Source: an optimization exercise on an open RTL-to-GDS flow (aim: small area). Production flows keep margins and buffers that such runs may drop.
No functional check of the RTL was part of any run shown here.

==> flow/design.v, too long to show whole: its modules and the start of the top module <==
// module fir: 1160 lines
// module fa: 4 lines
// module audio_lpf: 12 lines
module audio_lpf (
    input  wire               clk,
    input  wire               rst_n,
    input  wire               valid_in,
    input  wire signed [31:0] x_in,
    output wire               valid_out,
    output wire signed [31:0] y_out
);
  // ...
==> flow/run.sh <==
#!/bin/bash
# synth_recipe.tcl (not shown) runs the flow's synth.tcl, then flattens the netlist and writes it again
# the make line also repeats each setting of config.mk as NAME=value (left out here)
make -C /OpenROAD-flow-scripts/flow DESIGN_CONFIG=/design/flow/config.mk WORK_HOME=/design/flow/orfs CLKGATE_MAP_FILE= SYNTH_SCRIPT=/design/flow/synth_recipe.tcl finish
==> flow/config.mk <==
export PLATFORM = sky130hd
export DESIGN_NAME = audio_lpf
export DESIGN_NICKNAME = audio_lpf
export VERILOG_FILES = /design/flow/design.v
export SDC_FILE = /design/flow/constraint.sdc
export NUM_CORES = 4
export LEC_CHECK = 0
export CAP_MARGIN = 20
export CORE_MARGIN = 2
export CORE_UTILIZATION = 40
export SLEW_MARGIN = 20
export SYNTH_HIERARCHICAL = 1
==> flow/constraint.sdc <==
create_clock -name core_clock -period 10.0 [get_ports {clk}]
set_input_delay 2.0000 -clock core_clock [delete_from_list [all_inputs] [get_ports {clk}]]
set_output_delay 2.0000 -clock core_clock [all_outputs]
set_load 0.01 [all_outputs]
==> out/metrics.cfg, run 1 <==
[placement]
place_area_mm2=0.0143
dp_cells=1874
gp_congestion=0.955

[clock_tree]
cts_tree=done
clk_latency_ps=360
hold_buffers=0

[yosys]
synth_xor_area_frac=0.00649
synthFlopType=dfstp_2
synth_top_family_by_area=adder cells
synth.top_cell.area_share=0.408
syn_area_mm2=0.0135
yosysMostFrequentCell=fa_1
synthMuxAreaShare=0.00928
syn_avg_cell_area_um2=9.12

[global_routing]
grt_pass1_vias=12100
grt_max_degree=65
use_met1=0.330

[sta]
setup_ws_ps=971
rsz0062_at_grt=no
fin_crit_ps=9030
finalSetupTns_ps=0

[finish]
multi_input_area_share=0.715
buf_share=0.0731
postLayoutCoreUtil=0.439
final_common_cell=fa_1
nets=1771

[worst_setup_path]
critPathSlowestCell=clkdlybuf4s50_1
cp_num_cells=16
r2r_end=u_fir_lpr.acc2[9]

[drt]
routedWlPerCell_um=22.2
met2WireLength_um=20100

[status]
status=timing/DRC/antenna clean

[run]
cap_violations=0

[floorplanning]
top_level_ports=68
initial_core_util=0.404

==> inputs of run 2 (changes only) <==
--- a/flow/design.v
+++ b/flow/design.v
@@ -31,32 +31,32 @@
     wire p6 = (ph == 3'd6);
     wire p7 = (ph == 3'd7);
     wire shift = vin & p0;
     wire n1 = (p3 | p4 | p7);
     wire n2 = (p0 | p2);
     wire n3 = (p1 | p6);
     wire n4 = (p0 | p1 | p2 | p6);
     wire n5 = ~((n1 & xv[0]) | (n2 & xn[0]) | n3);
-    wire n6 = ~((n1 & xv[1]) | (n2 & xn[1]) | (n3 & xn[0]));
-    wire n7 = ~((n1 & xv[2]) | (n2 & xn[2]) | (n3 & xn[1]));
-    wire n8 = ~((n1 & xv[3]) | (n2 & xn[3]) | (n3 & xn[2]));
-    wire n9 = ~((n1 & xv[4]) | (n2 & xn[4]) | (n3 & xn[3]));
-    wire n10 = ~((n1 & xv[5]) | (n2 & xn[5]) | (n3 & xn[4]));
-    wire n11 = ~((n1 & xv[6]) | (n2 & xn[6]) | (n3 & xn[5]));
-    wire n12 = ~((n1 & xv[7]) | (n2 & xn[7]) | (n3 & xn[6]));
-    wire n13 = ~((n1 & xv[8]) | (n2 & xn[8]) | (n3 & xn[7]));
-    wire n14 = ~((n1 & xv[9]) | (n2 & xn[9]) | (n3 & xn[8]));
-    wire n15 = ~((n1 & xv[10]) | (n2 & xn[10]) | (n3 & xn[9]));
-    wire n16 = ~((n1 & xv[11]) | (n2 & xn[11]) | (n3 & xn[10]));
-    wire n17 = ~((n1 & xv[12]) | (n2 & xn[12]) | (n3 & xn[11]));
-    wire n18 = ~((n1 & xv[13]) | (n2 & xn[13]) | (n3 & xn[12]));
-    wire n19 = ~((n1 & xv[14]) | (n2 & xn[14]) | (n3 & xn[13]));
-    wire n20 = ~((n1 & xv[15]) | (n2 & xn[15]) | (n3 & xn[14]));
-    wire n21 = ~((n1 & xv[15]) | (n2 & xn[15]) | (n3 & xn[15]));
+    wire n6;
+    wire n7;
+    wire n8;
+    wire n9;
+    wire n10;
+    wire n11;
+    wire n12;
+    wire n13;
+    wire n14;
+    wire n15;
+    wire n16;
+    wire n17;
+    wire n18;
+    wire n19;
+    wire n20;
+    wire n21;
     wire n22 = (n1 & xv[15]) | (n2 & xn[15]) | (n3 & xn[15]);
     wire n23 = ~n4;
     wire n24 = (p0 | p1 | p3 | p5);
     wire n25 = (p4 | p6 | p7);
     wire n26 = (p4 | p6 | p7);
     wire n27 = ~((n24 & xv[0]) | (n25 & xn[0]));
     wire n28 = ~((n24 & xv[1]) | (n25 & xn[1]));
     wire n29 = ~((n24 & xv[2]) | (n25 & xn[2]));
@@ -194,97 +194,97 @@
     wire n212, n213;
     wire n214, n215;
     wire n216 = n86 ^ n85 ^ n215;
     wire n217 = (p3 | p4 | p7);
     wire n218 = (p0 | p5);
     wire n219 = (p1 | p2 | p6);
     wire n220 = (p0 | p5);
     wire n221 = ~((n217 & xv[0]) | (n218 & xn[0]));
-    wire n222 = ~((n217 & xv[1]) | (n218 & xn[1]) | (n219 & xv[0]));
-    wire n223 = ~((n217 & xv[2]) | (n218 & xn[2]) | (n219 & xv[1]));
-    wire n224 = ~((n217 & xv[3]) | (n218 & xn[3]) | (n219 & xv[2]));
-    wire n225 = ~((n217 & xv[4]) | (n218 & xn[4]) | (n219 & xv[3]));
-    wire n226 = ~((n217 & xv[5]) | (n218 & xn[5]) | (n219 & xv[4]));
-    wire n227 = ~((n217 & xv[6]) | (n218 & xn[6]) | (n219 & xv[5]));
-    wire n228 = ~((n217 & xv[7]) | (n218 & xn[7]) | (n219 & xv[6]));
-    wire n229 = ~((n217 & xv[8]) | (n218 & xn[8]) | (n219 & xv[7]));
-    wire n230 = ~((n217 & xv[9]) | (n218 & xn[9]) | (n219 & xv[8]));
-    wire n231 = ~((n217 & xv[10]) | (n218 & xn[10]) | (n219 & xv[9]));
-    wire n232 = ~((n217 & xv[11]) | (n218 & xn[11]) | (n219 & xv[10]));
-    wire n233 = ~((n217 & xv[12]) | (n218 & xn[12]) | (n219 & xv[11]));
-    wire n234 = ~((n217 & xv[13]) | (n218 & xn[13]) | (n219 & xv[12]));
-    wire n235 = ~((n217 & xv[14]) | (n218 & xn[14]) | (n219 & xv[13]));
-    wire n236 = ~((n217 & xv[15]) | (n218 & xn[15]) | (n219 & xv[14]));
+    wire n222;
+    wire n223;
+    wire n224;
+    wire n225;
+    wire n226;
+    wire n227;
+    wire n228;
+    wire n229;
+    wire n230;
+    wire n231;
+    wire n232;
+    wire n233;
+    wire n234;
+    wire n235;
+    wire n236;
     wire n237 = (n217 & xv[15]) | (n218 & xn[15]) | (n219 & xv[15]);
     wire n238 = ~n220;
     wire n239 = (p0 | p7);
     wire n240 = (p1 | p2 | p3 | p5 | p6);
     wire n241 = (p4);
     wire n242 = (p1 | p2 | p3 | p5 | p6);
     wire n243 = ~((n239 & xv[0]) | (n240 & xn[0]));
-    wire n244 = ~((n239 & xv[1]) | (n240 & xn[1]) | (n241 & xv[0]));
-    wire n245 = ~((n239 & xv[2]) | (n240 & xn[2]) | (n241 & xv[1]));
-    wire n246 = ~((n239 & xv[3]) | (n240 & xn[3]) | (n241 & xv[2]));
-    wire n247 = ~((n239 & xv[4]) | (n240 & xn[4]) | (n241 & xv[3]));
-    wire n248 = ~((n239 & xv[5]) | (n240 & xn[5]) | (n241 & xv[4]));
-    wire n249 = ~((n239 & xv[6]) | (n240 & xn[6]) | (n241 & xv[5]));
-    wire n250 = ~((n239 & xv[7]) | (n240 & xn[7]) | (n241 & xv[6]));
-    wire n251 = ~((n239 & xv[8]) | (n240 & xn[8]) | (n241 & xv[7]));
-    wire n252 = ~((n239 & xv[9]) | (n240 & xn[9]) | (n241 & xv[8]));
-    wire n253 = ~((n239 & xv[10]) | (n240 & xn[10]) | (n241 & xv[9]));
-    wire n254 = ~((n239 & xv[11]) | (n240 & xn[11]) | (n241 & xv[10]));
-    wire n255 = ~((n239 & xv[12]) | (n240 & xn[12]) | (n241 & xv[11]));
-    wire n256 = ~((n239 & xv[13]) | (n240 & xn[13]) | (n241 & xv[12]));
-    wire n257 = ~((n239 & xv[14]) | (n240 & xn[14]) | (n241 & xv[13]));
-    wire n258 = ~((n239 & xv[15]) | (n240 & xn[15]) | (n241 & xv[14]));
+    wire n244;
+    wire n245;
+    wire n246;
+    wire n247;
+    wire n248;
+    wire n249;
+    wire n250;
+    wire n251;
+    wire n252;
+    wire n253;
+    wire n254;
+    wire n255;
+    wire n256;
+    wire n257;
+    wire n258;
     wire n259 = (n239 & xv[15]) | (n240 & xn[15]) | (n241 & xv[15]);
     wire n260 = ~n242;
     wire n261 = (p1 | p6 | p7);
     wire n262 = (p4);
     wire n263 = (p3 | p5);
     wire n264 = (p4);
     wire n265 = ~((n261 & xv[0]) | (n262 & xn[0]));
-    wire n266 = ~((n261 & xv[1]) | (n262 & xn[1]) | (n263 & xv[0]));
-    wire n267 = ~((n261 & xv[2]) | (n262 & xn[2]) | (n263 & xv[1]));
-    wire n268 = ~((n261 & xv[3]) | (n262 & xn[3]) | (n263 & xv[2]));
-    wire n269 = ~((n261 & xv[4]) | (n262 & xn[4]) | (n263 & xv[3]));
-    wire n270 = ~((n261 & xv[5]) | (n262 & xn[5]) | (n263 & xv[4]));
-    wire n271 = ~((n261 & xv[6]) | (n262 & xn[6]) | (n263 & xv[5]));
-    wire n272 = ~((n261 & xv[7]) | (n262 & xn[7]) | (n263 & xv[6]));
-    wire n273 = ~((n261 & xv[8]) | (n262 & xn[8]) | (n263 & xv[7]));
-    wire n274 = ~((n261 & xv[9]) | (n262 & xn[9]) | (n263 & xv[8]));
-    wire n275 = ~((n261 & xv[10]) | (n262 & xn[10]) | (n263 & xv[9]));
-    wire n276 = ~((n261 & xv[11]) | (n262 & xn[11]) | (n263 & xv[10]));
-    wire n277 = ~((n261 & xv[12]) | (n262 & xn[12]) | (n263 & xv[11]));
-    wire n278 = ~((n261 & xv[13]) | (n262 & xn[13]) | (n263 & xv[12]));
-    wire n279 = ~((n261 & xv[14]) | (n262 & xn[14]) | (n263 & xv[13]));
-    wire n280 = ~((n261 & xv[15]) | (n262 & xn[15]) | (n263 & xv[14]));
+    wire n266;
+    wire n267;
+    wire n268;
+    wire n269;
+    wire n270;
+    wire n271;
+    wire n272;
+    wire n273;
+    wire n274;
+    wire n275;
+    wire n276;
+    wire n277;
+    wire n278;
+    wire n279;
+    wire n280;
     wire n281 = (n261 & xv[15]) | (n262 & xn[15]) | (n263 & xv[15]);
     wire n282 = ~n264;
     wire n283 = (p0 | p3 | p6);
     wire n284 = (p2);
     wire n285 = (p5);
     wire n286 = (p2);
     wire n287 = ~((n283 & xv[0]) | (n284 & xn[0]));
-    wire n288 = ~((n283 & xv[1]) | (n284 & xn[1]) | (n285 & xv[0]));
-    wire n289 = ~((n283 & xv[2]) | (n284 & xn[2]) | (n285 & xv[1]));
-    wire n290 = ~((n283 & xv[3]) | (n284 & xn[3]) | (n285 & xv[2]));
-    wire n291 = ~((n283 & xv[4]) | (n284 & xn[4]) | (n285 & xv[3]));
-    wire n292 = ~((n283 & xv[5]) | (n284 & xn[5]) | (n285 & xv[4]));
-    wire n293 = ~((n283 & xv[6]) | (n284 & xn[6]) | (n285 & xv[5]));
-    wire n294 = ~((n283 & xv[7]) | (n284 & xn[7]) | (n285 & xv[6]));
-    wire n295 = ~((n283 & xv[8]) | (n284 & xn[8]) | (n285 & xv[7]));
-    wire n296 = ~((n283 & xv[9]) | (n284 & xn[9]) | (n285 & xv[8]));
-    wire n297 = ~((n283 & xv[10]) | (n284 & xn[10]) | (n285 & xv[9]));
-    wire n298 = ~((n283 & xv[11]) | (n284 & xn[11]) | (n285 & xv[10]));
-    wire n299 = ~((n283 & xv[12]) | (n284 & xn[12]) | (n285 & xv[11]));
-    wire n300 = ~((n283 & xv[13]) | (n284 & xn[13]) | (n285 & xv[12]));
-    wire n301 = ~((n283 & xv[14]) | (n284 & xn[14]) | (n285 & xv[13]));
-    wire n302 = ~((n283 & xv[15]) | (n284 & xn[15]) | (n285 & xv[14]));
+    wire n288;
+    wire n289;
+    wire n290;
+    wire n291;
+    wire n292;
+    wire n293;
+    wire n294;
+    wire n295;
+    wire n296;
+    wire n297;
+    wire n298;
+    wire n299;
+    wire n300;
+    wire n301;
+    wire n302;
     wire n303 = (n283 & xv[15]) | (n284 & xn[15]) | (n285 & xv[15]);
     wire n304 = ~n286;
     wire n305 = (p3 | p4);
     wire n306 = (p0 | p1 | p2);
     wire n307 = ~((n305 & xv[0]));
     wire n308 = ~((n305 & xv[1]) | (n306 & xv[0]));
     wire n309 = ~((n305 & xv[2]) | (n306 & xv[1]));
     wire n310 = ~((n305 & xv[3]) | (n306 & xv[2]));
@@ -428,97 +428,97 @@
     wire n531, n532;
     wire n533, n534;
     wire n535 = n342 ^ n341 ^ n534;
     wire n536 = (p0 | p3 | p4);
     wire n537 = (p2 | p7);
     wire n538 = (p1 | p5 | p6);
     wire n539 = (p2 | p7);
     wire n540 = ~((n536 & xv[0]) | (n537 & xn[0]));
-    wire n541 = ~((n536 & xv[1]) | (n537 & xn[1]) | (n538 & xv[0]));
-    wire n542 = ~((n536 & xv[2]) | (n537 & xn[2]) | (n538 & xv[1]));
-    wire n543 = ~((n536 & xv[3]) | (n537 & xn[3]) | (n538 & xv[2]));
-    wire n544 = ~((n536 & xv[4]) | (n537 & xn[4]) | (n538 & xv[3]));
-    wire n545 = ~((n536 & xv[5]) | (n537 & xn[5]) | (n538 & xv[4]));
-    wire n546 = ~((n536 & xv[6]) | (n537 & xn[6]) | (n538 & xv[5]));
-    wire n547 = ~((n536 & xv[7]) | (n537 & xn[7]) | (n538 & xv[6]));
-    wire n548 = ~((n536 & xv[8]) | (n537 & xn[8]) | (n538 & xv[7]));
-    wire n549 = ~((n536 & xv[9]) | (n537 & xn[9]) | (n538 & xv[8]));
-    wire n550 = ~((n536 & xv[10]) | (n537 & xn[10]) | (n538 & xv[9]));
-    wire n551 = ~((n536 & xv[11]) | (n537 & xn[11]) | (n538 & xv[10]));
-    wire n552 = ~((n536 & xv[12]) | (n537 & xn[12]) | (n538 & xv[11]));
-    wire n553 = ~((n536 & xv[13]) | (n537 & xn[13]) | (n538 & xv[12]));
-    wire n554 = ~((n536 & xv[14]) | (n537 & xn[14]) | (n538 & xv[13]));
-    wire n555 = ~((n536 & xv[15]) | (n537 & xn[15]) | (n538 & xv[14]));
+    wire n541;
+    wire n542;
+    wire n543;
+    wire n544;
+    wire n545;
+    wire n546;
+    wire n547;
+    wire n548;
+    wire n549;
+    wire n550;
+    wire n551;
+    wire n552;
+    wire n553;
+    wire n554;
+    wire n555;
     wire n556 = (n536 & xv[15]) | (n537 & xn[15]) | (n538 & xv[15]);
     wire n557 = ~n539;
     wire n558 = (p0 | p7);
     wire n559 = (p1 | p2 | p4 | p5 | p6);
     wire n560 = (p3);
     wire n561 = (p1 | p2 | p4 | p5 | p6);
     wire n562 = ~((n558 & xv[0]) | (n559 & xn[0]));
-    wire n563 = ~((n558 & xv[1]) | (n559 & xn[1]) | (n560 & xv[0]));
-    wire n564 = ~((n558 & xv[2]) | (n559 & xn[2]) | (n560 & xv[1]));
-    wire n565 = ~((n558 & xv[3]) | (n559 & xn[3]) | (n560 & xv[2]));
-    wire n566 = ~((n558 & xv[4]) | (n559 & xn[4]) | (n560 & xv[3]));
-    wire n567 = ~((n558 & xv[5]) | (n559 & xn[5]) | (n560 & xv[4]));
-    wire n568 = ~((n558 & xv[6]) | (n559 & xn[6]) | (n560 & xv[5]));
-    wire n569 = ~((n558 & xv[7]) | (n559 & xn[7]) | (n560 & xv[6]));
-    wire n570 = ~((n558 & xv[8]) | (n559 & xn[8]) | (n560 & xv[7]));
-    wire n571 = ~((n558 & xv[9]) | (n559 & xn[9]) | (n560 & xv[8]));
-    wire n572 = ~((n558 & xv[10]) | (n559 & xn[10]) | (n560 & xv[9]));
-    wire n573 = ~((n558 & xv[11]) | (n559 & xn[11]) | (n560 & xv[10]));
-    wire n574 = ~((n558 & xv[12]) | (n559 & xn[12]) | (n560 & xv[11]));
-    wire n575 = ~((n558 & xv[13]) | (n559 & xn[13]) | (n560 & xv[12]));
-    wire n576 = ~((n558 & xv[14]) | (n559 & xn[14]) | (n560 & xv[13]));
-    wire n577 = ~((n558 & xv[15]) | (n559 & xn[15]) | (n560 & xv[14]));
+    wire n563;
+    wire n564;
+    wire n565;
+    wire n566;
+    wire n567;
+    wire n568;
+    wire n569;
+    wire n570;
+    wire n571;
+    wire n572;
+    wire n573;
+    wire n574;
+    wire n575;
+    wire n576;
+    wire n577;
     wire n578 = (n558 & xv[15]) | (n559 & xn[15]) | (n560 & xv[15]);
     wire n579 = ~n561;
     wire n580 = (p0 | p1 | p6);
     wire n581 = (p3);
     wire n582 = (p2 | p4);
     wire n583 = (p3);
     wire n584 = ~((n580 & xv[0]) | (n581 & xn[0]));
-    wire n585 = ~((n580 & xv[1]) | (n581 & xn[1]) | (n582 & xv[0]));
-    wire n586 = ~((n580 & xv[2]) | (n581 & xn[2]) | (n582 & xv[1]));
-    wire n587 = ~((n580 & xv[3]) | (n581 & xn[3]) | (n582 & xv[2]));
-    wire n588 = ~((n580 & xv[4]) | (n581 & xn[4]) | (n582 & xv[3]));
-    wire n589 = ~((n580 & xv[5]) | (n581 & xn[5]) | (n582 & xv[4]));
-    wire n590 = ~((n580 & xv[6]) | (n581 & xn[6]) | (n582 & xv[5]));
-    wire n591 = ~((n580 & xv[7]) | (n581 & xn[7]) | (n582 & xv[6]));
-    wire n592 = ~((n580 & xv[8]) | (n581 & xn[8]) | (n582 & xv[7]));
-    wire n593 = ~((n580 & xv[9]) | (n581 & xn[9]) | (n582 & xv[8]));
-    wire n594 = ~((n580 & xv[10]) | (n581 & xn[10]) | (n582 & xv[9]));
-    wire n595 = ~((n580 & xv[11]) | (n581 & xn[11]) | (n582 & xv[10]));
-    wire n596 = ~((n580 & xv[12]) | (n581 & xn[12]) | (n582 & xv[11]));
-    wire n597 = ~((n580 & xv[13]) | (n581 & xn[13]) | (n582 & xv[12]));
-    wire n598 = ~((n580 & xv[14]) | (n581 & xn[14]) | (n582 & xv[13]));
-    wire n599 = ~((n580 & xv[15]) | (n581 & xn[15]) | (n582 & xv[14]));
+    wire n585;
+    wire n586;
+    wire n587;
+    wire n588;
+    wire n589;
+    wire n590;
+    wire n591;
+    wire n592;
+    wire n593;
+    wire n594;
+    wire n595;
+    wire n596;
+    wire n597;
+    wire n598;
+    wire n599;
     wire n600 = (n580 & xv[15]) | (n581 & xn[15]) | (n582 & xv[15]);
     wire n601 = ~n583;
     wire n602 = (p1 | p4 | p7);
     wire n603 = (p5);
     wire n604 = (p2);
     wire n605 = (p5);
     wire n606 = ~((n602 & xv[0]) | (n603 & xn[0]));
-    wire n607 = ~((n602 & xv[1]) | (n603 & xn[1]) | (n604 & xv[0]));
-    wire n608 = ~((n602 & xv[2]) | (n603 & xn[2]) | (n604 & xv[1]));
-    wire n609 = ~((n602 & xv[3]) | (n603 & xn[3]) | (n604 & xv[2]));
-    wire n610 = ~((n602 & xv[4]) | (n603 & xn[4]) | (n604 & xv[3]));
-    wire n611 = ~((n602 & xv[5]) | (n603 & xn[5]) | (n604 & xv[4]));
-    wire n612 = ~((n602 & xv[6]) | (n603 & xn[6]) | (n604 & xv[5]));
-    wire n613 = ~((n602 & xv[7]) | (n603 & xn[7]) | (n604 & xv[6]));
-    wire n614 = ~((n602 & xv[8]) | (n603 & xn[8]) | (n604 & xv[7]));
-    wire n615 = ~((n602 & xv[9]) | (n603 & xn[9]) | (n604 & xv[8]));
-    wire n616 = ~((n602 & xv[10]) | (n603 & xn[10]) | (n604 & xv[9]));
-    wire n617 = ~((n602 & xv[11]) | (n603 & xn[11]) | (n604 & xv[10]));
-    wire n618 = ~((n602 & xv[12]) | (n603 & xn[12]) | (n604 & xv[11]));
-    wire n619 = ~((n602 & xv[13]) | (n603 & xn[13]) | (n604 & xv[12]));
-    wire n620 = ~((n602 & xv[14]) | (n603 & xn[14]) | (n604 & xv[13]));
-    wire n621 = ~((n602 & xv[15]) | (n603 & xn[15]) | (n604 & xv[14]));
+    wire n607;
+    wire n608;
+    wire n609;
+    wire n610;
+    wire n611;
+    wire n612;
+    wire n613;
+    wire n614;
+    wire n615;
+    wire n616;
+    wire n617;
+    wire n618;
+    wire n619;
+    wire n620;
+    wire n621;
     wire n622 = (n602 & xv[15]) | (n603 & xn[15]) | (n604 & xv[15]);
     wire n623 = ~n605;
     wire n624 = (p3 | p4);
     wire n625 = (p5 | p6 | p7);
     wire n626 = ~((n624 & xv[0]));
     wire n627 = ~((n624 & xv[1]) | (n625 & xv[0]));
     wire n628 = ~((n624 & xv[2]) | (n625 & xv[1]));
     wire n629 = ~((n624 & xv[3]) | (n625 & xv[2]));
@@ -659,32 +659,32 @@
     wire n846, n847;
     wire n848, n849;
     wire n850 = n660 ^ n659 ^ n849;
     wire n851 = (p0 | p3 | p4);
     wire n852 = (p5 | p7);
     wire n853 = (p1 | p6);
     wire n854 = (p1 | p5 | p6 | p7);
     wire n855 = ~((n851 & xv[0]) | (n852 & xn[0]) | n853);
-    wire n856 = ~((n851 & xv[1]) | (n852 & xn[1]) | (n853 & xn[0]));
-    wire n857 = ~((n851 & xv[2]) | (n852 & xn[2]) | (n853 & xn[1]));
-    wire n858 = ~((n851 & xv[3]) | (n852 & xn[3]) | (n853 & xn[2]));
-    wire n859 = ~((n851 & xv[4]) | (n852 & xn[4]) | (n853 & xn[3]));
-    wire n860 = ~((n851 & xv[5]) | (n852 & xn[5]) | (n853 & xn[4]));
-    wire n861 = ~((n851 & xv[6]) | (n852 & xn[6]) | (n853 & xn[5]));
-    wire n862 = ~((n851 & xv[7]) | (n852 & xn[7]) | (n853 & xn[6]));
-    wire n863 = ~((n851 & xv[8]) | (n852 & xn[8]) | (n853 & xn[7]));
-    wire n864 = ~((n851 & xv[9]) | (n852 & xn[9]) | (n853 & xn[8]));
-    wire n865 = ~((n851 & xv[10]) | (n852 & xn[10]) | (n853 & xn[9]));
-    wire n866 = ~((n851 & xv[11]) | (n852 & xn[11]) | (n853 & xn[10]));
-    wire n867 = ~((n851 & xv[12]) | (n852 & xn[12]) | (n853 & xn[11]));
-    wire n868 = ~((n851 & xv[13]) | (n852 & xn[13]) | (n853 & xn[12]));
-    wire n869 = ~((n851 & xv[14]) | (n852 & xn[14]) | (n853 & xn[13]));
-    wire n870 = ~((n851 & xv[15]) | (n852 & xn[15]) | (n853 & xn[14]));
-    wire n871 = ~((n851 & xv[15]) | (n852 & xn[15]) | (n853 & xn[15]));
+    wire n856;
+    wire n857;
+    wire n858;
+    wire n859;
+    wire n860;
+    wire n861;
+    wire n862;
+    wire n863;
+    wire n864;
+    wire n865;
+    wire n866;
+    wire n867;
+    wire n868;
+    wire n869;
+    wire n870;
+    wire n871;
     wire n872 = (n851 & xv[15]) | (n852 & xn[15]) | (n853 & xn[15]);
     wire n873 = ~n854;
     wire n874 = (p2 | p4 | p6 | p7);
     wire n875 = (p0 | p1 | p3);
     wire n876 = (p0 | p1 | p3);
     wire n877 = ~((n874 & xv[0]) | (n875 & xn[0]));
     wire n878 = ~((n874 & xv[1]) | (n875 & xn[1]));
     wire n879 = ~((n874 & xv[2]) | (n875 & xn[2]));
@@ -839,16 +839,32 @@
     wire n1077 = acc0[14] | n1075;
     wire n1078 = acc0[15] ^ n1077;
     wire n1079 = acc0[15] | n1077;
     wire n1080 = acc0[16] ^ n1079;
     wire n1081 = acc0[16] | n1079;
     wire n1082 = acc0[17] ^ n1081;
     wire n1083 = acc0[17] | n1081;
     wire n1084 = acc0[18] ^ n1083;
+    aoi222 u_bn6 (.a1(n1), .a2(xv[1]), .b1(n2), .b2(xn[1]), .c1(n3), .c2(xn[0]), .y(n6));
+    aoi222 u_bn7 (.a1(n1), .a2(xv[2]), .b1(n2), .b2(xn[2]), .c1(n3), .c2(xn[1]), .y(n7));
+    aoi222 u_bn8 (.a1(n1), .a2(xv[3]), .b1(n2), .b2(xn[3]), .c1(n3), .c2(xn[2]), .y(n8));
+    aoi222 u_bn9 (.a1(n1), .a2(xv[4]), .b1(n2), .b2(xn[4]), .c1(n3), .c2(xn[3]), .y(n9));
+    aoi222 u_bn10 (.a1(n1), .a2(xv[5]), .b1(n2), .b2(xn[5]), .c1(n3), .c2(xn[4]), .y(n10));
+    aoi222 u_bn11 (.a1(n1), .a2(xv[6]), .b1(n2), .b2(xn[6]), .c1(n3), .c2(xn[5]), .y(n11));
+    aoi222 u_bn12 (.a1(n1), .a2(xv[7]), .b1(n2), .b2(xn[7]), .c1(n3), .c2(xn[6]), .y(n12));
+    aoi222 u_bn13 (.a1(n1), .a2(xv[8]), .b1(n2), .b2(xn[8]), .c1(n3), .c2(xn[7]), .y(n13));
+    aoi222 u_bn14 (.a1(n1), .a2(xv[9]), .b1(n2), .b2(xn[9]), .c1(n3), .c2(xn[8]), .y(n14));
+    aoi222 u_bn15 (.a1(n1), .a2(xv[10]), .b1(n2), .b2(xn[10]), .c1(n3), .c2(xn[9]), .y(n15));
+    aoi222 u_bn16 (.a1(n1), .a2(xv[11]), .b1(n2), .b2(xn[11]), .c1(n3), .c2(xn[10]), .y(n16));
+    aoi222 u_bn17 (.a1(n1), .a2(xv[12]), .b1(n2), .b2(xn[12]), .c1(n3), .c2(xn[11]), .y(n17));
+    aoi222 u_bn18 (.a1(n1), .a2(xv[13]), .b1(n2), .b2(xn[13]), .c1(n3), .c2(xn[12]), .y(n18));
+    aoi222 u_bn19 (.a1(n1), .a2(xv[14]), .b1(n2), .b2(xn[14]), .c1(n3), .c2(xn[13]), .y(n19));
+    aoi222 u_bn20 (.a1(n1), .a2(xv[15]), .b1(n2), .b2(xn[15]), .c1(n3), .c2(xn[14]), .y(n20));
+    aoi222 u_bn21 (.a1(n1), .a2(xv[15]), .b1(n2), .b2(xn[15]), .c1(n3), .c2(xn[15]), .y(n21));
     fa u_fa1 (.a(n45), .b(s0_sbn), .c(n7), .s(n100), .co(n101));
     fa u_fa2 (.a(s0_sbn), .b(n8), .c(n28), .s(n103), .co(n104));
     fa u_fa3 (.a(n67), .b(s0_sbn), .c(n9), .s(n106), .co(n107));
     fa u_fa4 (.a(n29), .b(n49), .c(n104), .s(n108), .co(n109));
     fa u_fa5 (.a(s0_sbn), .b(n10), .c(n30), .s(n111), .co(n112));
     fa u_fa6 (.a(n50), .b(n107), .c(n111), .s(n113), .co(n114));
     fa u_fa7 (.a(s0_sbn), .b(n11), .c(n31), .s(n116), .co(n117));
     fa u_fa8 (.a(n51), .b(n112), .c(n116), .s(n118), .co(n119));
@@ -893,16 +909,76 @@
     fa u_fa47 (.a(n66), .b(n79), .c(n65), .s(n200), .co(n201));
     fa u_fa48 (.a(n197), .b(n200), .c(n199), .s(n202), .co(n203));
     fa u_fa49 (.a(n92), .b(n201), .c(n203), .s(n204), .co(n205));
     fa u_fa50 (.a(n80), .b(n93), .c(n205), .s(n206), .co(n207));
     fa u_fa51 (.a(n81), .b(n94), .c(n207), .s(n208), .co(n209));
     fa u_fa52 (.a(n82), .b(n95), .c(n209), .s(n210), .co(n211));
     fa u_fa53 (.a(n83), .b(n96), .c(n211), .s(n212), .co(n213));
     fa u_fa54 (.a(n84), .b(n97), .c(n213), .s(n214), .co(n215));
+    aoi222 u_bn222 (.a1(n217), .a2(xv[1]), .b1(n218), .b2(xn[1]), .c1(n219), .c2(xv[0]), .y(n222));
+    aoi222 u_bn223 (.a1(n217), .a2(xv[2]), .b1(n218), .b2(xn[2]), .c1(n219), .c2(xv[1]), .y(n223));
+    aoi222 u_bn224 (.a1(n217), .a2(xv[3]), .b1(n218), .b2(xn[3]), .c1(n219), .c2(xv[2]), .y(n224));
+    aoi222 u_bn225 (.a1(n217), .a2(xv[4]), .b1(n218), .b2(xn[4]), .c1(n219), .c2(xv[3]), .y(n225));
+    aoi222 u_bn226 (.a1(n217), .a2(xv[5]), .b1(n218), .b2(xn[5]), .c1(n219), .c2(xv[4]), .y(n226));
+    aoi222 u_bn227 (.a1(n217), .a2(xv[6]), .b1(n218), .b2(xn[6]), .c1(n219), .c2(xv[5]), .y(n227));
+    aoi222 u_bn228 (.a1(n217), .a2(xv[7]), .b1(n218), .b2(xn[7]), .c1(n219), .c2(xv[6]), .y(n228));
+    aoi222 u_bn229 (.a1(n217), .a2(xv[8]), .b1(n218), .b2(xn[8]), .c1(n219), .c2(xv[7]), .y(n229));
+    aoi222 u_bn230 (.a1(n217), .a2(xv[9]), .b1(n218), .b2(xn[9]), .c1(n219), .c2(xv[8]), .y(n230));
+    aoi222 u_bn231 (.a1(n217), .a2(xv[10]), .b1(n218), .b2(xn[10]), .c1(n219), .c2(xv[9]), .y(n231));
+    aoi222 u_bn232 (.a1(n217), .a2(xv[11]), .b1(n218), .b2(xn[11]), .c1(n219), .c2(xv[10]), .y(n232));
+    aoi222 u_bn233 (.a1(n217), .a2(xv[12]), .b1(n218), .b2(xn[12]), .c1(n219), .c2(xv[11]), .y(n233));
+    aoi222 u_bn234 (.a1(n217), .a2(xv[13]), .b1(n218), .b2(xn[13]), .c1(n219), .c2(xv[12]), .y(n234));
+    aoi222 u_bn235 (.a1(n217), .a2(xv[14]), .b1(n218), .b2(xn[14]), .c1(n219), .c2(xv[13]), .y(n235));
+    aoi222 u_bn236 (.a1(n217), .a2(xv[15]), .b1(n218), .b2(xn[15]), .c1(n219), .c2(xv[14]), .y(n236));
+    aoi222 u_bn244 (.a1(n239), .a2(xv[1]), .b1(n240), .b2(xn[1]), .c1(n241), .c2(xv[0]), .y(n244));
+    aoi222 u_bn245 (.a1(n239), .a2(xv[2]), .b1(n240), .b2(xn[2]), .c1(n241), .c2(xv[1]), .y(n245));
+    aoi222 u_bn246 (.a1(n239), .a2(xv[3]), .b1(n240), .b2(xn[3]), .c1(n241), .c2(xv[2]), .y(n246));
+    aoi222 u_bn247 (.a1(n239), .a2(xv[4]), .b1(n240), .b2(xn[4]), .c1(n241), .c2(xv[3]), .y(n247));
+    aoi222 u_bn248 (.a1(n239), .a2(xv[5]), .b1(n240), .b2(xn[5]), .c1(n241), .c2(xv[4]), .y(n248));
+    aoi222 u_bn249 (.a1(n239), .a2(xv[6]), .b1(n240), .b2(xn[6]), .c1(n241), .c2(xv[5]), .y(n249));
+    aoi222 u_bn250 (.a1(n239), .a2(xv[7]), .b1(n240), .b2(xn[7]), .c1(n241), .c2(xv[6]), .y(n250));
+    aoi222 u_bn251 (.a1(n239), .a2(xv[8]), .b1(n240), .b2(xn[8]), .c1(n241), .c2(xv[7]), .y(n251));
+    aoi222 u_bn252 (.a1(n239), .a2(xv[9]), .b1(n240), .b2(xn[9]), .c1(n241), .c2(xv[8]), .y(n252));
+    aoi222 u_bn253 (.a1(n239), .a2(xv[10]), .b1(n240), .b2(xn[10]), .c1(n241), .c2(xv[9]), .y(n253));
+    aoi222 u_bn254 (.a1(n239), .a2(xv[11]), .b1(n240), .b2(xn[11]), .c1(n241), .c2(xv[10]), .y(n254));
+    aoi222 u_bn255 (.a1(n239), .a2(xv[12]), .b1(n240), .b2(xn[12]), .c1(n241), .c2(xv[11]), .y(n255));
+    aoi222 u_bn256 (.a1(n239), .a2(xv[13]), .b1(n240), .b2(xn[13]), .c1(n241), .c2(xv[12]), .y(n256));
+    aoi222 u_bn257 (.a1(n239), .a2(xv[14]), .b1(n240), .b2(xn[14]), .c1(n241), .c2(xv[13]), .y(n257));
+    aoi222 u_bn258 (.a1(n239), .a2(xv[15]), .b1(n240), .b2(xn[15]), .c1(n241), .c2(xv[14]), .y(n258));
+    aoi222 u_bn266 (.a1(n261), .a2(xv[1]), .b1(n262), .b2(xn[1]), .c1(n263), .c2(xv[0]), .y(n266));
+    aoi222 u_bn267 (.a1(n261), .a2(xv[2]), .b1(n262), .b2(xn[2]), .c1(n263), .c2(xv[1]), .y(n267));
+    aoi222 u_bn268 (.a1(n261), .a2(xv[3]), .b1(n262), .b2(xn[3]), .c1(n263), .c2(xv[2]), .y(n268));
+    aoi222 u_bn269 (.a1(n261), .a2(xv[4]), .b1(n262), .b2(xn[4]), .c1(n263), .c2(xv[3]), .y(n269));
+    aoi222 u_bn270 (.a1(n261), .a2(xv[5]), .b1(n262), .b2(xn[5]), .c1(n263), .c2(xv[4]), .y(n270));
+    aoi222 u_bn271 (.a1(n261), .a2(xv[6]), .b1(n262), .b2(xn[6]), .c1(n263), .c2(xv[5]), .y(n271));
+    aoi222 u_bn272 (.a1(n261), .a2(xv[7]), .b1(n262), .b2(xn[7]), .c1(n263), .c2(xv[6]), .y(n272));
+    aoi222 u_bn273 (.a1(n261), .a2(xv[8]), .b1(n262), .b2(xn[8]), .c1(n263), .c2(xv[7]), .y(n273));
+    aoi222 u_bn274 (.a1(n261), .a2(xv[9]), .b1(n262), .b2(xn[9]), .c1(n263), .c2(xv[8]), .y(n274));
+    aoi222 u_bn275 (.a1(n261), .a2(xv[10]), .b1(n262), .b2(xn[10]), .c1(n263), .c2(xv[9]), .y(n275));
+    aoi222 u_bn276 (.a1(n261), .a2(xv[11]), .b1(n262), .b2(xn[11]), .c1(n263), .c2(xv[10]), .y(n276));
+    aoi222 u_bn277 (.a1(n261), .a2(xv[12]), .b1(n262), .b2(xn[12]), .c1(n263), .c2(xv[11]), .y(n277));
+    aoi222 u_bn278 (.a1(n261), .a2(xv[13]), .b1(n262), .b2(xn[13]), .c1(n263), .c2(xv[12]), .y(n278));
+    aoi222 u_bn279 (.a1(n261), .a2(xv[14]), .b1(n262), .b2(xn[14]), .c1(n263), .c2(xv[13]), .y(n279));
+    aoi222 u_bn280 (.a1(n261), .a2(xv[15]), .b1(n262), .b2(xn[15]), .c1(n263), .c2(xv[14]), .y(n280));
+    aoi222 u_bn288 (.a1(n283), .a2(xv[1]), .b1(n284), .b2(xn[1]), .c1(n285), .c2(xv[0]), .y(n288));
+    aoi222 u_bn289 (.a1(n283), .a2(xv[2]), .b1(n284), .b2(xn[2]), .c1(n285), .c2(xv[1]), .y(n289));
+    aoi222 u_bn290 (.a1(n283), .a2(xv[3]), .b1(n284), .b2(xn[3]), .c1(n285), .c2(xv[2]), .y(n290));
+    aoi222 u_bn291 (.a1(n283), .a2(xv[4]), .b1(n284), .b2(xn[4]), .c1(n285), .c2(xv[3]), .y(n291));
+    aoi222 u_bn292 (.a1(n283), .a2(xv[5]), .b1(n284), .b2(xn[5]), .c1(n285), .c2(xv[4]), .y(n292));
+    aoi222 u_bn293 (.a1(n283), .a2(xv[6]), .b1(n284), .b2(xn[6]), .c1(n285), .c2(xv[5]), .y(n293));
+    aoi222 u_bn294 (.a1(n283), .a2(xv[7]), .b1(n284), .b2(xn[7]), .c1(n285), .c2(xv[6]), .y(n294));
+    aoi222 u_bn295 (.a1(n283), .a2(xv[8]), .b1(n284), .b2(xn[8]), .c1(n285), .c2(xv[7]), .y(n295));
+    aoi222 u_bn296 (.a1(n283), .a2(xv[9]), .b1(n284), .b2(xn[9]), .c1(n285), .c2(xv[8]), .y(n296));
+    aoi222 u_bn297 (.a1(n283), .a2(xv[10]), .b1(n284), .b2(xn[10]), .c1(n285), .c2(xv[9]), .y(n297));
+    aoi222 u_bn298 (.a1(n283), .a2(xv[11]), .b1(n284), .b2(xn[11]), .c1(n285), .c2(xv[10]), .y(n298));
+    aoi222 u_bn299 (.a1(n283), .a2(xv[12]), .b1(n284), .b2(xn[12]), .c1(n285), .c2(xv[11]), .y(n299));
+    aoi222 u_bn300 (.a1(n283), .a2(xv[13]), .b1(n284), .b2(xn[13]), .c1(n285), .c2(xv[12]), .y(n300));
+    aoi222 u_bn301 (.a1(n283), .a2(xv[14]), .b1(n284), .b2(xn[14]), .c1(n285), .c2(xv[13]), .y(n301));
+    aoi222 u_bn302 (.a1(n283), .a2(xv[15]), .b1(n284), .b2(xn[15]), .c1(n285), .c2(xv[14]), .y(n302));
     fa u_fa55 (.a(n260), .b(s1_sbn), .c(n223), .s(n355), .co(n356));
     fa u_fa56 (.a(s1_sbn), .b(n224), .c(n244), .s(n358), .co(n359));
     fa u_fa57 (.a(n282), .b(s1_sbn), .c(n225), .s(n361), .co(n362));
     fa u_fa58 (.a(n245), .b(n265), .c(n359), .s(n363), .co(n364));
     fa u_fa59 (.a(s1_sbn), .b(n226), .c(n246), .s(n366), .co(n367));
     fa u_fa60 (.a(n266), .b(n362), .c(n366), .s(n368), .co(n369));
     fa u_fa61 (.a(n304), .b(s1_sbn), .c(n227), .s(n371), .co(n372));
     fa u_fa62 (.a(n247), .b(n267), .c(n287), .s(n373), .co(n374));
@@ -979,16 +1055,76 @@
     fa u_fa133 (.a(n512), .b(n517), .c(n514), .s(n519), .co(n520));
     fa u_fa134 (.a(n337), .b(n349), .c(n516), .s(n521), .co(n522));
     fa u_fa135 (.a(n518), .b(n521), .c(n520), .s(n523), .co(n524));
     fa u_fa136 (.a(n323), .b(n338), .c(n322), .s(n525), .co(n526));
     fa u_fa137 (.a(n525), .b(n522), .c(n524), .s(n527), .co(n528));
     fa u_fa138 (.a(n350), .b(n526), .c(n528), .s(n529), .co(n530));
     fa u_fa139 (.a(n339), .b(n351), .c(n530), .s(n531), .co(n532));
     fa u_fa140 (.a(n340), .b(n352), .c(n532), .s(n533), .co(n534));
+    aoi222 u_bn541 (.a1(n536), .a2(xv[1]), .b1(n537), .b2(xn[1]), .c1(n538), .c2(xv[0]), .y(n541));
+    aoi222 u_bn542 (.a1(n536), .a2(xv[2]), .b1(n537), .b2(xn[2]), .c1(n538), .c2(xv[1]), .y(n542));
+    aoi222 u_bn543 (.a1(n536), .a2(xv[3]), .b1(n537), .b2(xn[3]), .c1(n538), .c2(xv[2]), .y(n543));
+    aoi222 u_bn544 (.a1(n536), .a2(xv[4]), .b1(n537), .b2(xn[4]), .c1(n538), .c2(xv[3]), .y(n544));
+    aoi222 u_bn545 (.a1(n536), .a2(xv[5]), .b1(n537), .b2(xn[5]), .c1(n538), .c2(xv[4]), .y(n545));
+    aoi222 u_bn546 (.a1(n536), .a2(xv[6]), .b1(n537), .b2(xn[6]), .c1(n538), .c2(xv[5]), .y(n546));
+    aoi222 u_bn547 (.a1(n536), .a2(xv[7]), .b1(n537), .b2(xn[7]), .c1(n538), .c2(xv[6]), .y(n547));
+    aoi222 u_bn548 (.a1(n536), .a2(xv[8]), .b1(n537), .b2(xn[8]), .c1(n538), .c2(xv[7]), .y(n548));
+    aoi222 u_bn549 (.a1(n536), .a2(xv[9]), .b1(n537), .b2(xn[9]), .c1(n538), .c2(xv[8]), .y(n549));
+    aoi222 u_bn550 (.a1(n536), .a2(xv[10]), .b1(n537), .b2(xn[10]), .c1(n538), .c2(xv[9]), .y(n550));
+    aoi222 u_bn551 (.a1(n536), .a2(xv[11]), .b1(n537), .b2(xn[11]), .c1(n538), .c2(xv[10]), .y(n551));
+    aoi222 u_bn552 (.a1(n536), .a2(xv[12]), .b1(n537), .b2(xn[12]), .c1(n538), .c2(xv[11]), .y(n552));
+    aoi222 u_bn553 (.a1(n536), .a2(xv[13]), .b1(n537), .b2(xn[13]), .c1(n538), .c2(xv[12]), .y(n553));
+    aoi222 u_bn554 (.a1(n536), .a2(xv[14]), .b1(n537), .b2(xn[14]), .c1(n538), .c2(xv[13]), .y(n554));
+    aoi222 u_bn555 (.a1(n536), .a2(xv[15]), .b1(n537), .b2(xn[15]), .c1(n538), .c2(xv[14]), .y(n555));
+    aoi222 u_bn563 (.a1(n558), .a2(xv[1]), .b1(n559), .b2(xn[1]), .c1(n560), .c2(xv[0]), .y(n563));
+    aoi222 u_bn564 (.a1(n558), .a2(xv[2]), .b1(n559), .b2(xn[2]), .c1(n560), .c2(xv[1]), .y(n564));
+    aoi222 u_bn565 (.a1(n558), .a2(xv[3]), .b1(n559), .b2(xn[3]), .c1(n560), .c2(xv[2]), .y(n565));
+    aoi222 u_bn566 (.a1(n558), .a2(xv[4]), .b1(n559), .b2(xn[4]), .c1(n560), .c2(xv[3]), .y(n566));
+    aoi222 u_bn567 (.a1(n558), .a2(xv[5]), .b1(n559), .b2(xn[5]), .c1(n560), .c2(xv[4]), .y(n567));
+    aoi222 u_bn568 (.a1(n558), .a2(xv[6]), .b1(n559), .b2(xn[6]), .c1(n560), .c2(xv[5]), .y(n568));
+    aoi222 u_bn569 (.a1(n558), .a2(xv[7]), .b1(n559), .b2(xn[7]), .c1(n560), .c2(xv[6]), .y(n569));
+    aoi222 u_bn570 (.a1(n558), .a2(xv[8]), .b1(n559), .b2(xn[8]), .c1(n560), .c2(xv[7]), .y(n570));
+    aoi222 u_bn571 (.a1(n558), .a2(xv[9]), .b1(n559), .b2(xn[9]), .c1(n560), .c2(xv[8]), .y(n571));
+    aoi222 u_bn572 (.a1(n558), .a2(xv[10]), .b1(n559), .b2(xn[10]), .c1(n560), .c2(xv[9]), .y(n572));
+    aoi222 u_bn573 (.a1(n558), .a2(xv[11]), .b1(n559), .b2(xn[11]), .c1(n560), .c2(xv[10]), .y(n573));
+    aoi222 u_bn574 (.a1(n558), .a2(xv[12]), .b1(n559), .b2(xn[12]), .c1(n560), .c2(xv[11]), .y(n574));
+    aoi222 u_bn575 (.a1(n558), .a2(xv[13]), .b1(n559), .b2(xn[13]), .c1(n560), .c2(xv[12]), .y(n575));
+    aoi222 u_bn576 (.a1(n558), .a2(xv[14]), .b1(n559), .b2(xn[14]), .c1(n560), .c2(xv[13]), .y(n576));
+    aoi222 u_bn577 (.a1(n558), .a2(xv[15]), .b1(n559), .b2(xn[15]), .c1(n560), .c2(xv[14]), .y(n577));
+    aoi222 u_bn585 (.a1(n580), .a2(xv[1]), .b1(n581), .b2(xn[1]), .c1(n582), .c2(xv[0]), .y(n585));
+    aoi222 u_bn586 (.a1(n580), .a2(xv[2]), .b1(n581), .b2(xn[2]), .c1(n582), .c2(xv[1]), .y(n586));
+    aoi222 u_bn587 (.a1(n580), .a2(xv[3]), .b1(n581), .b2(xn[3]), .c1(n582), .c2(xv[2]), .y(n587));
+    aoi222 u_bn588 (.a1(n580), .a2(xv[4]), .b1(n581), .b2(xn[4]), .c1(n582), .c2(xv[3]), .y(n588));
+    aoi222 u_bn589 (.a1(n580), .a2(xv[5]), .b1(n581), .b2(xn[5]), .c1(n582), .c2(xv[4]), .y(n589));
+    aoi222 u_bn590 (.a1(n580), .a2(xv[6]), .b1(n581), .b2(xn[6]), .c1(n582), .c2(xv[5]), .y(n590));
+    aoi222 u_bn591 (.a1(n580), .a2(xv[7]), .b1(n581), .b2(xn[7]), .c1(n582), .c2(xv[6]), .y(n591));
+    aoi222 u_bn592 (.a1(n580), .a2(xv[8]), .b1(n581), .b2(xn[8]), .c1(n582), .c2(xv[7]), .y(n592));
+    aoi222 u_bn593 (.a1(n580), .a2(xv[9]), .b1(n581), .b2(xn[9]), .c1(n582), .c2(xv[8]), .y(n593));
+    aoi222 u_bn594 (.a1(n580), .a2(xv[10]), .b1(n581), .b2(xn[10]), .c1(n582), .c2(xv[9]), .y(n594));
+    aoi222 u_bn595 (.a1(n580), .a2(xv[11]), .b1(n581), .b2(xn[11]), .c1(n582), .c2(xv[10]), .y(n595));
+    aoi222 u_bn596 (.a1(n580), .a2(xv[12]), .b1(n581), .b2(xn[12]), .c1(n582), .c2(xv[11]), .y(n596));
+    aoi222 u_bn597 (.a1(n580), .a2(xv[13]), .b1(n581), .b2(xn[13]), .c1(n582), .c2(xv[12]), .y(n597));
+    aoi222 u_bn598 (.a1(n580), .a2(xv[14]), .b1(n581), .b2(xn[14]), .c1(n582), .c2(xv[13]), .y(n598));
+    aoi222 u_bn599 (.a1(n580), .a2(xv[15]), .b1(n581), .b2(xn[15]), .c1(n582), .c2(xv[14]), .y(n599));
+    aoi222 u_bn607 (.a1(n602), .a2(xv[1]), .b1(n603), .b2(xn[1]), .c1(n604), .c2(xv[0]), .y(n607));
+    aoi222 u_bn608 (.a1(n602), .a2(xv[2]), .b1(n603), .b2(xn[2]), .c1(n604), .c2(xv[1]), .y(n608));
+    aoi222 u_bn609 (.a1(n602), .a2(xv[3]), .b1(n603), .b2(xn[3]), .c1(n604), .c2(xv[2]), .y(n609));
+    aoi222 u_bn610 (.a1(n602), .a2(xv[4]), .b1(n603), .b2(xn[4]), .c1(n604), .c2(xv[3]), .y(n610));
+    aoi222 u_bn611 (.a1(n602), .a2(xv[5]), .b1(n603), .b2(xn[5]), .c1(n604), .c2(xv[4]), .y(n611));
+    aoi222 u_bn612 (.a1(n602), .a2(xv[6]), .b1(n603), .b2(xn[6]), .c1(n604), .c2(xv[5]), .y(n612));
+    aoi222 u_bn613 (.a1(n602), .a2(xv[7]), .b1(n603), .b2(xn[7]), .c1(n604), .c2(xv[6]), .y(n613));
+    aoi222 u_bn614 (.a1(n602), .a2(xv[8]), .b1(n603), .b2(xn[8]), .c1(n604), .c2(xv[7]), .y(n614));
+    aoi222 u_bn615 (.a1(n602), .a2(xv[9]), .b1(n603), .b2(xn[9]), .c1(n604), .c2(xv[8]), .y(n615));
+    aoi222 u_bn616 (.a1(n602), .a2(xv[10]), .b1(n603), .b2(xn[10]), .c1(n604), .c2(xv[9]), .y(n616));
+    aoi222 u_bn617 (.a1(n602), .a2(xv[11]), .b1(n603), .b2(xn[11]), .c1(n604), .c2(xv[10]), .y(n617));
+    aoi222 u_bn618 (.a1(n602), .a2(xv[12]), .b1(n603), .b2(xn[12]), .c1(n604), .c2(xv[11]), .y(n618));
+    aoi222 u_bn619 (.a1(n602), .a2(xv[13]), .b1(n603), .b2(xn[13]), .c1(n604), .c2(xv[12]), .y(n619));
+    aoi222 u_bn620 (.a1(n602), .a2(xv[14]), .b1(n603), .b2(xn[14]), .c1(n604), .c2(xv[13]), .y(n620));
+    aoi222 u_bn621 (.a1(n602), .a2(xv[15]), .b1(n603), .b2(xn[15]), .c1(n604), .c2(xv[14]), .y(n621));
     fa u_fa141 (.a(n579), .b(s2_sbn), .c(n542), .s(n672), .co(n673));
     fa u_fa142 (.a(s2_sbn), .b(n543), .c(n563), .s(n675), .co(n676));
     fa u_fa143 (.a(n601), .b(s2_sbn), .c(n544), .s(n678), .co(n679));
     fa u_fa144 (.a(n564), .b(n584), .c(n676), .s(n680), .co(n681));
     fa u_fa145 (.a(s2_sbn), .b(n545), .c(n565), .s(n683), .co(n684));
     fa u_fa146 (.a(n585), .b(n679), .c(n683), .s(n685), .co(n686));
     fa u_fa147 (.a(n623), .b(s2_sbn), .c(n546), .s(n688), .co(n689));
     fa u_fa148 (.a(n566), .b(n586), .c(n606), .s(n690), .co(n691));
@@ -1064,16 +1200,32 @@
     fa u_fa218 (.a(n621), .b(n827), .c(n832), .s(n834), .co(n835));
     fa u_fa219 (.a(n829), .b(n834), .c(n831), .s(n836), .co(n837));
     fa u_fa220 (.a(n656), .b(n667), .c(n833), .s(n838), .co(n839));
     fa u_fa221 (.a(n835), .b(n838), .c(n837), .s(n840), .co(n841));
     fa u_fa222 (.a(n642), .b(n657), .c(n641), .s(n842), .co(n843));
     fa u_fa223 (.a(n842), .b(n839), .c(n841), .s(n844), .co(n845));
     fa u_fa224 (.a(n668), .b(n843), .c(n845), .s(n846), .co(n847));
     fa u_fa225 (.a(n658), .b(n669), .c(n847), .s(n848), .co(n849));
+    aoi222 u_bn856 (.a1(n851), .a2(xv[1]), .b1(n852), .b2(xn[1]), .c1(n853), .c2(xn[0]), .y(n856));
+    aoi222 u_bn857 (.a1(n851), .a2(xv[2]), .b1(n852), .b2(xn[2]), .c1(n853), .c2(xn[1]), .y(n857));
+    aoi222 u_bn858 (.a1(n851), .a2(xv[3]), .b1(n852), .b2(xn[3]), .c1(n853), .c2(xn[2]), .y(n858));
+    aoi222 u_bn859 (.a1(n851), .a2(xv[4]), .b1(n852), .b2(xn[4]), .c1(n853), .c2(xn[3]), .y(n859));
+    aoi222 u_bn860 (.a1(n851), .a2(xv[5]), .b1(n852), .b2(xn[5]), .c1(n853), .c2(xn[4]), .y(n860));
+    aoi222 u_bn861 (.a1(n851), .a2(xv[6]), .b1(n852), .b2(xn[6]), .c1(n853), .c2(xn[5]), .y(n861));
+    aoi222 u_bn862 (.a1(n851), .a2(xv[7]), .b1(n852), .b2(xn[7]), .c1(n853), .c2(xn[6]), .y(n862));
+    aoi222 u_bn863 (.a1(n851), .a2(xv[8]), .b1(n852), .b2(xn[8]), .c1(n853), .c2(xn[7]), .y(n863));
+    aoi222 u_bn864 (.a1(n851), .a2(xv[9]), .b1(n852), .b2(xn[9]), .c1(n853), .c2(xn[8]), .y(n864));
+    aoi222 u_bn865 (.a1(n851), .a2(xv[10]), .b1(n852), .b2(xn[10]), .c1(n853), .c2(xn[9]), .y(n865));
+    aoi222 u_bn866 (.a1(n851), .a2(xv[11]), .b1(n852), .b2(xn[11]), .c1(n853), .c2(xn[10]), .y(n866));
+    aoi222 u_bn867 (.a1(n851), .a2(xv[12]), .b1(n852), .b2(xn[12]), .c1(n853), .c2(xn[11]), .y(n867));
+    aoi222 u_bn868 (.a1(n851), .a2(xv[13]), .b1(n852), .b2(xn[13]), .c1(n853), .c2(xn[12]), .y(n868));
+    aoi222 u_bn869 (.a1(n851), .a2(xv[14]), .b1(n852), .b2(xn[14]), .c1(n853), .c2(xn[13]), .y(n869));
+    aoi222 u_bn870 (.a1(n851), .a2(xv[15]), .b1(n852), .b2(xn[15]), .c1(n853), .c2(xn[14]), .y(n870));
+    aoi222 u_bn871 (.a1(n851), .a2(xv[15]), .b1(n852), .b2(xn[15]), .c1(n853), .c2(xn[15]), .y(n871));
     fa u_fa226 (.a(n895), .b(s3_sbn), .c(n857), .s(n940), .co(n941));
     fa u_fa227 (.a(s3_sbn), .b(n858), .c(n878), .s(n943), .co(n944));
     fa u_fa228 (.a(n917), .b(s3_sbn), .c(n859), .s(n946), .co(n947));
     fa u_fa229 (.a(n879), .b(n899), .c(n944), .s(n948), .co(n949));
     fa u_fa230 (.a(s3_sbn), .b(n860), .c(n880), .s(n951), .co(n952));
     fa u_fa231 (.a(n900), .b(n947), .c(n951), .s(n953), .co(n954));
     fa u_fa232 (.a(s3_sbn), .b(n861), .c(n881), .s(n956), .co(n957));
     fa u_fa233 (.a(n901), .b(n952), .c(n956), .s(n958), .co(n959));
@@ -1153,16 +1305,23 @@
             pl3 <= n975;
             pm3 <= n1035;
             valid_out <= vin & p7;
         end
     end
     wire [18:0] y = {n1084, n1082, n1080, n1078, n1076, n1074, n1072, n1070, n1069, n1065, n1063, n1061, n1059, n1057, n1055, n1053, n1051, n1049, n1047};
     assign y_out = {{13{y[18]}}, y};
 endmodule
+module aoi222 (input wire a1, input wire a2, input wire b1, input wire b2,
+               input wire c1, input wire c2, output wire y);
+    assign y = ~((a1 & a2) | (b1 & b2) | (c1 & c2));
+endmodule
+module aoi22 (input wire a1, input wire a2, input wire b1, input wire b2, output wire y);
+    assign y = ~((a1 & a2) | (b1 & b2));
+endmodule
 module fa (input wire a, input wire b, input wire c, output wire s, output wire co);
     assign s  = a ^ b ^ c;
     assign co = (a & b) | (a & c) | (b & c);
 endmodule
 module audio_lpf (
     input  wire               clk,
     input  wire               rst_n,
     input  wire               valid_in,
==> out/metrics.cfg, run 2 <==
[clock_tree]
clkTransAtPathRegs_ps=60
hold_buffers=0  ; unchanged
clock_sinks=82
cts_tree=done
clk_latency_ps=370  ; about the same
cts_buffer_depth=2
post_cts_resize_count=0
numCtsBuffers=9
htreeDepth=3
post-cts-setup-buffer-count=0
root_buffer=clkbuf_16

[sta]
slew_viol_final=0
worstMarginPinSlew_ps=1130
holdWs_ps=631
finalHoldViolCount=0
fin_crit_ps=9200  ; +175 ps
skew_ps=18.0
max_freq_mhz=109
rsz0062_at_grt=no
slew_headroom=0.243
period_share=0.920
setup_violations=0
finalSetupTns_ps=0  ; unchanged

[worst_setup_path]
path_max_fanout=12
path_cells=clkdlybuf4s50_1, nand2_1, inv_1, a222oi_1, fa_1, fa_1, fa_1, fa_1, fa_1, fa_1, fa_1, fa_1, fa_1, fa_1, fa_1, fa_1, fa_1
startpoint=valid_in
cpMostUsedCell=fa_1
r2r_end=u_fir_lpr.acc2[9]
critical_path.max_stage_delay_ps=780
critPathSlowestCell=clkdlybuf4s50_1
endpoint_kind=flop
critPathRequiredTime_ps=10290
worstSetupStartpointType=primary input
crit_type=primary input to flop
r2r_cells=17
rrSetupSlack_ps=1500
worstReg2RegStart=u_fir_lpr.ph[2]
crit_arrival_ps=9500
endpoint=u_fir_lpr.acc2[9]

[global_routing]
grtUsageTotal=0.252
grt_pass1_wl_um=65600
grt_max_degree=62  ; -4.6%
grt_pass1_vias=11700  ; -3.7%
antenna_found_initial=0
grt_overflow_total=0

[floorplanning]
die_x_um=183
initial_core_util=0.406  ; +0.00204
num_rows=65
top_level_ports=68  ; unchanged
core-area_mm2=0.0316
fp.dieH_um=183
die_area_mm2=0.0335

[yosys]
synth-seq-cells=82
synth.top_cell.area_share=0.429  ; +0.0212
ys_warn_count=7
synthTopCellsByCount=275 x fa_1, 196 x nand2_1, 155 x a222oi_1, 76 x inv_1, 57 x dfstp_2
synth.area.top_cells=fa_1 43%, a222oi_1 12%, dfstp_2 12%
async_reset_ff_frac=0.744
syn_area_mm2=0.0128  ; -4.9%
synthFlopType=dfstp_2
syn_inst=1216
synth_top_cell_by_area=fa_1
yosysUniqueCellTypes=59
yosysMostFrequentCell=fa_1
synth_edf_count=0
syn_avg_cell_area_um2=10.5  ; +16%
seq_area_frac_synth=0.157
synth_nets=1550

[placement]
port_buffers=51
dpl.hpwl_um=28700
gp_congestion=0.930  ; -2.6%

[finish]
n_fill_cell=3044
insertedDiodeCount=0
mostFrequentLayoutCells=275 x fa_1, 194 x nand2_1, 155 x a222oi_1
multi_input_area_mm2=0.0100
area_growth_pct=9.18
final_common_cell=fa_1
drive_above_1_share=0.111
nets=1572  ; -11%
seq_area_mm2=0.00202
reg.largest.list=u_fir_lpr.acc0 x19, u_fir_lpr.acc1 x19, u_fir_lpr.acc2 x18

[run]
cap_violations=0  ; unchanged

[status]
status=timing/DRC/antenna clean

[drt]
dr.pass1.iters=14
postRouteAntennaNets=0
initialDrtViolationCount=2177
post-route-drc-count=0
routedWlPerCell_um=24.7  ; +11%
wl_um=40600
dr_total_vias=11000
viasPerCell=6.69

[worst_hold_path]
hold_class=flop to flop

## run 2: changes by cell type after synthesis, sizes merged, moves of 17 or more
| cell | previous run | this run |
|---|---|---|
| o22ai | 53 | 7 |
| inv | 56 | 76 |
| nor2 | 111 | 52 |
| clkbuf | 126 | 46 |
| a21oi | 214 | 51 |
| a222oi | 1 | 155 |
| a221oi | 42 | 1 |
| and2 | 25 | 8 |
## run 2: kinds of logic after synthesis
family,synth area share
compound gates,0.213
fa+ha+maj,0.458
simple gates,0.0972
buf+inv,0.0619
flops,0.157
xor+xnor,0.00683
mux,0.00556
## run 2: layer usage
metal  vias to the layer above  GRT usage  part of all wire
li1                       4487          -                 -
met1                      5586      0.344              0.39
met2                       808      0.392              0.46
met3                       128     0.0465              0.11
met4                         0      0.115             0.042
met5                         -          0                 0
## run 2: worst max-delay path: cells and delay by family
family / cells / cell delay, ps
AO/OA/AOI/OAI: 1 / 480
adder cells (fa/ha/maj): 13 / 5440
buffers and inverters: 2 / 1100
AND/OR/NAND/NOR: 1 / 450
## run 2: how the worst min path moves through the flow
stage	cells after the start	endpoint	from	slack, ps
finish	1	u_fir_lpr.ph[0]	u_fir_lpr.ph[0]	630
global route	1	u_fir_lpr.ph[0]	u_fir_lpr.ph[0]	640
CTS	1	u_fir_lpr.ph[0]	u_fir_lpr.ph[0]	620
detailed placement	1	u_fir_lpr.ph[0]	u_fir_lpr.ph[0]	620
global placement	1	u_fir_lpr.ph[0]	u_fir_lpr.ph[0]	610
floorplan	1	u_fir_lpr.ph[0]	u_fir_lpr.ph[0]	560
## run 2: final cells by class
type | count | area share
clock buffer | 11 | 0.0166
clock inverter | 5 | 0.00268
inverter | 76 | 0.0204
multi-input combinational | 965 | 0.716
sequential | 82 | 0.144
tap | 402 | 0.0359
timing repair buffer | 104 | 0.0645
## run 2: per-stage QoR
step	setup WS, ps	cells	cell area, um2	util
finish	796	1645	14000	0.444
global route	528	1645	14000	0.444
CTS	873	1645	14000	0.443
detailed placement	476	1629	13700	0.435
global placement	577	1629	13700	0.435
floorplan	854	1216	12800	-
## run 2: modules after synthesis (local to each module, per instance), excerpt
module	copies in the design	area [um2]	flops+latches
aoi222	152	10.0	0
fa	275	20.0	0
fir	1	5790	82

==> separate check: timing with driven ports <==
The results above use ideal ports. As a check the final layouts listed here were re-extracted and re-timed, cells and wires unchanged. Step 1 sets driving cells, clkbuf_16 on the clock port and buf_2 on the other inputs (assumed; they add their load-dependent delay and slew). Step 2 times the ports against the registers' clock, not the clock port: input delays grow and output delays shrink by t, the midpoint of the rising clock arrivals with the driver on. Slacks: no drivers / after step 1 / after step 2; pairs: no drivers / after step 1.
run	t (ns)	setup WS [ns]	clock arrival spread, ns	worst slew at a driven data input, ns
run 1	0.393	0.971 / 0.981 / 0.588	0.014 / 0.014	0.05
run 2	0.404	0.796 / 0.815 / 0.411	0.019 / 0.018	0.04
After both steps setup and hold are still met in every run listed. The setup slack of run 2, which loses most, moves by +0.019 ns with the drivers and by -0.385 ns with both steps.
